From an optimization exercise on the open Yosys and OpenROAD flow, aimed at small area and a short achievable clock period; shortcuts taken in it are not production practice.
In this exercise RTL edits were held to simulation tests only and were not proved equivalent to the original.
Power and IR drop assume default switching activity.

==> flow/design.v (outline; a module is shown in full before it is edited, if it fits) <==
// module ram: 46 lines
// module ram_aoi3: 6 lines
// module top: 949 lines
// module rst_gate: 6 lines
module top(rst,clk,acc,rom_addr,rom_data,ram_we,ram_waddr,ram_wdata);
  // ...
==> flow/flow/run.sh <==
#!/bin/bash
# The standard layout, with two changes: timing repair aims past the clock
# period, so that the resizer works on the paths that set the achieved period;
# and the port buffers are plain buffers (sky130_fd_sc_hd__buf_4) that the
# resizer may size, instead of the delay cells buffer_ports picks by itself.
set -euo pipefail
export SETUP_SLACK_MARGIN=11
export TNS_END_PERCENT=100
export BUFFER_PORTS_ARGS="-buffer_cell sky130_fd_sc_hd__buf_4"
bash standard.sh > flow_standard.log 2>&1
==> flow/standard.sh <==
#!/bin/bash
# synth_recipe.tcl (not shown) runs the flow's synth.tcl, then flattens the netlist and writes it again
# the make line also repeats each setting of config.mk as NAME=value (left out here)
make -C /OpenROAD-flow-scripts/flow DESIGN_CONFIG=/design/flow/config.mk WORK_HOME=/design/flow/orfs CLKGATE_MAP_FILE= SYNTH_SCRIPT=/design/flow/synth_recipe.tcl "${@:-finish}"
==> flow/config.mk <==
export PLATFORM = sky130hd
export DESIGN_NAME = top
export DESIGN_NICKNAME = top
export VERILOG_FILES = /design/flow/design.v
export SDC_FILE = /design/flow/constraint.sdc
export NUM_CORES = 4
export LEC_CHECK = 0
export CAP_MARGIN = 45
export CORE_MARGIN = 2
export CORE_UTILIZATION = 45
export CTS_CLUSTER_DIAMETER = 100
export CTS_CLUSTER_SIZE = 22
export PLACE_DENSITY = 0.6
export SLEW_MARGIN = 45
export SYNTH_HIERARCHICAL = 1
==> flow/constraint.sdc <==
create_clock -name core_clock -period 20.0 [get_ports {clk}]
set_input_delay 4.0000 -clock core_clock [delete_from_list [all_inputs] [get_ports {clk}]]
set_output_delay 4.0000 -clock core_clock [all_outputs]
set_load 0.01 [all_outputs]
==> impl_results.md, run 1 <==
- Status: no timing/DRC/antenna violations
- Min-delay src: ctrl1_r[0]$_DFF_P_
- Biggest regs: ram.mem (2000), opf (20), source0_r (17)
- Metal-1 WL: 142000 um
- Setup repair bufs after CTS: 14
- Met2 Wirelength: 163000 um
- Flop-to-flop setup slack: 11420 ps
- Portion of netlist area occupied by mux cells: 2.00%
- 1st-pass router iterations: 13
- Fin nets: 8430
- Drc violations: 0
- Met3 track demand over resource: 4.78%
- Area growth syn-to-layout: 8.36%
- Gr usage total: 29.5%
- Critical-path cell list: clkbuf_8 -> and2b_2 -> buf_4
- Post-Route WL: 360000 um
- Reg power frac: 59.1%
- Top FF cell, synth: edfxtp_1
- Place WS: 9330 ps
- Worst r2r path cells: 19
- Area leader, netlist: edfxtp_1
- WHS Endpoint: ctrl2[0]$_DFFE_PN_
- CP bufs+invs: 2
- Via density: 6.70
- ANT nets after route: 0
- Post-layout min period: 8970 ps
- Worst Path Required: 16000 ps
- FP Rows: 177
- CP peak stage delay: 470 ps
- Worst flop-to-flop path startpoint: source0_r[14]$_DFF_P_
- Power Density: 81.8 mW/mm2
- Synth Area in Adders: 4.75%
- Cell count after placement: 10920
- Layout cells sized above 1: 10.3%
- Hold path depth: 0
- Post-synthesis xor/xnor area fraction: 2.12%
- Largest cells by area after synthesis: edfxtp_1 (57%), a222oi_1 (6.6%), dfxtp_1 (6.4%)
- # diodes: 3
- Syn Inst Count: 8030
- Max-slew violations: 0
- Max Used Layer: met5
- NonClk Buf Share: 2.19%
==> run 2: changes to the inputs <==
--- a/flow/flow/run.sh
+++ b/flow/flow/run.sh
@@ -5,5 +5,5 @@
 # resizer may size, instead of the delay cells buffer_ports picks by itself.
 set -euo pipefail
-export SETUP_SLACK_MARGIN=11
+export SETUP_SLACK_MARGIN=12
 export TNS_END_PERCENT=100
 export BUFFER_PORTS_ARGS="-buffer_cell sky130_fd_sc_hd__buf_4"
==> impl_results.md, run 2 <==
- Status: no timing/DRC/antenna violations
- CP startpoint kind: flip-flop
- Synth Cell Area: 0.105 mm2
- Hold Violations, Final: 0
- Worst flop-to-flop path startpoint: source0_r[14]$_DFF_P_
- Area growth syn-to-layout: 11.4%
- Sequential fraction of the synthesis area: 63.8%
- Post-Route WL: 370000 um (+2.9%)
- RSZ-0062 raised after global routing: true
- Static leakage: 40.4 nW
- Relative slew slack: 37.7%
- First-pass GRT wire length: 521000 um
- Vias post-DR: 75825
- Most flops, register: ram.mem
- Starting Density: 45.2%
- CTS root buf: clkbuf_16
- FP Rows: 177 (unchanged)
- Yosys reg bits: 2342
- Arrival time worst endpoint: 4520 ps
- Drc violations: 0 (unchanged)
- Via density: 6.73 (+0.41%)
- Die H: 487 um
- F_max: 0.117 GHz
- Largest cells by area after synthesis: edfxtp_1 (57%), a222oi_1 (6.6%), dfxtp_1 (6.4%)
- Portion of netlist area occupied by mux cells: 2.00% (unchanged)
- CP Class: flip-flop to output port
- Layout cells sized above 1: 13.7% (+3.4 points)
- 1st-pass router iterations: 14 (+1)
- Setup tns final: 0 ps
- CP max FO: 7
- DRT iter0 DRCs: 14072
- Synth top area share: 57.3%
- Count leader, synth: edfxtp_1
- Routability cong.: 0.956
- Max_cap viols: 0
- TritonCTS Buffers: 130
- Post-layout min period: 8520 ps (-446 ps)
- ANT nets after route: 0 (unchanged)
- Largest family of logic cells by synthesized area: compound AO/OA/AOI/OAI gates
- Clk sinks: 2342
- Syn Inst Count: 8030 (unchanged)
- Final HPWL DP: 244000 um
- Core area: 0.232 mm2
- Worst hold margin: 420 ps
- Period utilization: 42.6%
- Clock Skew: 58.9 ps
- Worst setup startpoint: ACC[4]$_SDFFE_PP0P_
- Clock Latency Late Sink: 840 ps
- Initial antenna violation count: 16
- Min-delay src: ctrl1_r[3]$_DFF_P_
- Critical path endpoint category: output port
- Clock transition at path regs: 90 ps
- CP peak stage delay: 550 ps (+80 ps)
- Top cells by count, synth: edfxtp_1 (2006), nor2_1 (979), a222oi_1 (689)
- Cell variety after synth: 130
- Biggest regs: ram.mem (2000), opf (20), source0_r (17)
- H-tree level count: 4
- Avg WL per Cell: 32.9 um
- Largest net degree at the start of global routing: 168
- Final setup viols: 0
- Max Root-Sink Buffers: 3
- Port Buf Inserts: 66
- Synth Area in Compound Gates: 13.7%
- Post-Synth Simple-Gate Area: 10.7%
- FFs w/ async S/R, synth: 0%
- IO Count: 67
- Hold Path Class: flip-flop to flip-flop
- Fin nets: 8558 (+1.5%)
- CTS tree: yes
- Most common cell after layout, fill and taps aside: edfxtp_1
- Critical-path cell list: buf_12 -> buf_12 -> ha_4 -> nor4_4 -> nand4_1 -> a21oi_2 -> nand3_2 -> o211ai_1 -> a31oi_2 -> o31ai_4 -> buf_12 -> nor2b_4 -> o211ai_1 -> o211ai_1 -> nor2b_4 -> buf_4
- Max IR drop VDD: 0.0962 mV
- Worst-Margin Slew: 935 ps
- Most frequent cells in the layout: edfxtp_1 (2006), nor2_1 (880), a222oi_1 (689)
- Syn_area_per_cell: 13.1 um2
- Vias in the first global route: 70852
- Total congestion overflow: 0
- Max reg flops: 2000
- Die width: 487 um
- Max-slew violations: 0 (unchanged)
- Gr usage total: 30.2% (+0.75 points)
- Critical-path top delay cell: o211ai_1
- Power Density: 82.4 mW/mm2 (+0.77%)
- Warnings, synthesis: 57
- Synth Area in Adders: 4.75% (unchanged)
- Worst Path Required: 16000 ps (about the same)
- Post-synthesis xor/xnor area fraction: 2.12% (unchanged)
- DIE AREA: 0.237 mm2
- Area leader, netlist: edfxtp_1
- Top FF cell, synth: edfxtp_1
- Number of flops mapped to enable cells by yosys: 2006
-- run 2: cells by family after synthesis --
| logic type | Yosys count |
|---|---|
| and+or+nand+nor | 2334 |
| adders and majority gates | 365 |
| xor gates and xnor gates | 254 |
| DFF | 2342 |
| buffers and inverters | 759 |
| muxes | 168 |
| AOI/OAI and AO/OA | 1807 |
| other | 1 |
-- run 2: per-stage QoR --
stage,total power [mW],cell area [um2],utilization [%],instances,worst slack [ps]
3_3_place_gp,6.66,109000,46.9,10873,10050
6_report,9.64,117000,50.4,11263,11480
2_1_floorplan,6.25,105000,-,8095,11730
3_5_place_dp,6.69,110000,47.2,10917,10020
4_1_cts,9.53,116000,49.8,11203,11480
5_1_grt,9.89,117000,50.4,11257,11410
-- run 2: worst max-delay path, delay by kind of cell (launching register included) --
kind	cells	cell delay [ps]
compound gates	6	1590
fa+ha+maj	1	210
buf+inv	4	570
flops	1	330
simple gates	5	970
-- run 2: worst paths after layout --
path | to | slack (ps) | cells past startpoint
max | rom_addr[9] | 11480 | 16
min | ctrl2[3]$_DFFE_PN_ | 420 | 0
max reg2reg | ram.r_data[2]$_SDFFE_PP0P_ | 12010 | 19
min reg2reg | ctrl2[3]$_DFFE_PN_ | 420 | 0
-- run 2: timing repair --
item	4_1_cts	5_1_grt
hold buffers	0	0
pin swaps	49	81
endpoints found under the setup margin	44	41
gates resized for setup	219	145
buffers inserted	91	46
hold endpoints to repair	0	0
gates cloned	17	1
-- run 2: where the power goes --
| group | leakage (nW) | internal [mW] | switching [mW] |
|---|---|---|---|
| clock network | 1.84 | 1.26 | 1.61 |
| logic | 16.3 | 0.436 | 0.834 |
| registers | 22.3 | 5.44 | 0.0625 |
| total | 40.4 | 7.13 | 2.51 |
-- run 2: layout make-up --
type	instances	area (um2)
Sequential cell	2342	67100
Timing Repair Buffer	417	4220
Clock inverter	23	380
Antenna cell	7	17.5
Fill cell	19591	115000
Clock buffer	155	3420
Multi-Input combinational cell	4994	37000
Inverter	282	1100
Tap cell	3043	3810
-- run 2: Yosys stat by module, one instance, submodules excluded, excerpt --
module	copies in the design	flip-flops and latches
top	1	334
ram	1	2008
ram_aoi3	86	0
-- run 2: routing by layer --
metal  vias up  GRT usage, %  part of all wire, %
li1      32005             -                    -
met1     38165          42.3                   39
met2      4916          46.9                   46
met3       731          5.49                   11
met4         8          11.3                  4.3
met5         -             0                0.015

afterwards: timing with drivers on the ports:
No port has a modelled driver above. Below, the same layouts with a new extraction and two added sets of constraints.
Step 1 (the two cells are an assumption about what drives the block):
set clk [get_ports {clk}]
set_driving_cell -lib_cell sky130_fd_sc_hd__clkbuf_16 $clk
set_driving_cell -lib_cell sky130_fd_sc_hd__buf_2 [delete_from_list [all_inputs] $clk]
Step 2 moves the port delays by t, midway between the first and last clock arrival at a register: inputs arrive t later, outputs are due t later. That takes back most of the time a late clock gives input paths.
a / b / c = no drivers / after step 1 / after step 2; a / b = the first two.
run | t, ns | setup WS [ns] | worst data-port slew with drivers (ns) | cell pins on the clock port's net
run 1 | 0.904 | 11.029 / 10.972 / 10.991 | 0.04 | 1
run 2 | 0.903 | 11.476 / 11.145 / 11.145 | 0.39 | 1
After both steps every run listed still meets setup and hold. The setup slack of run 2, which loses most, moves by -0.331 ns with the drivers and by -0.331 ns with both steps.
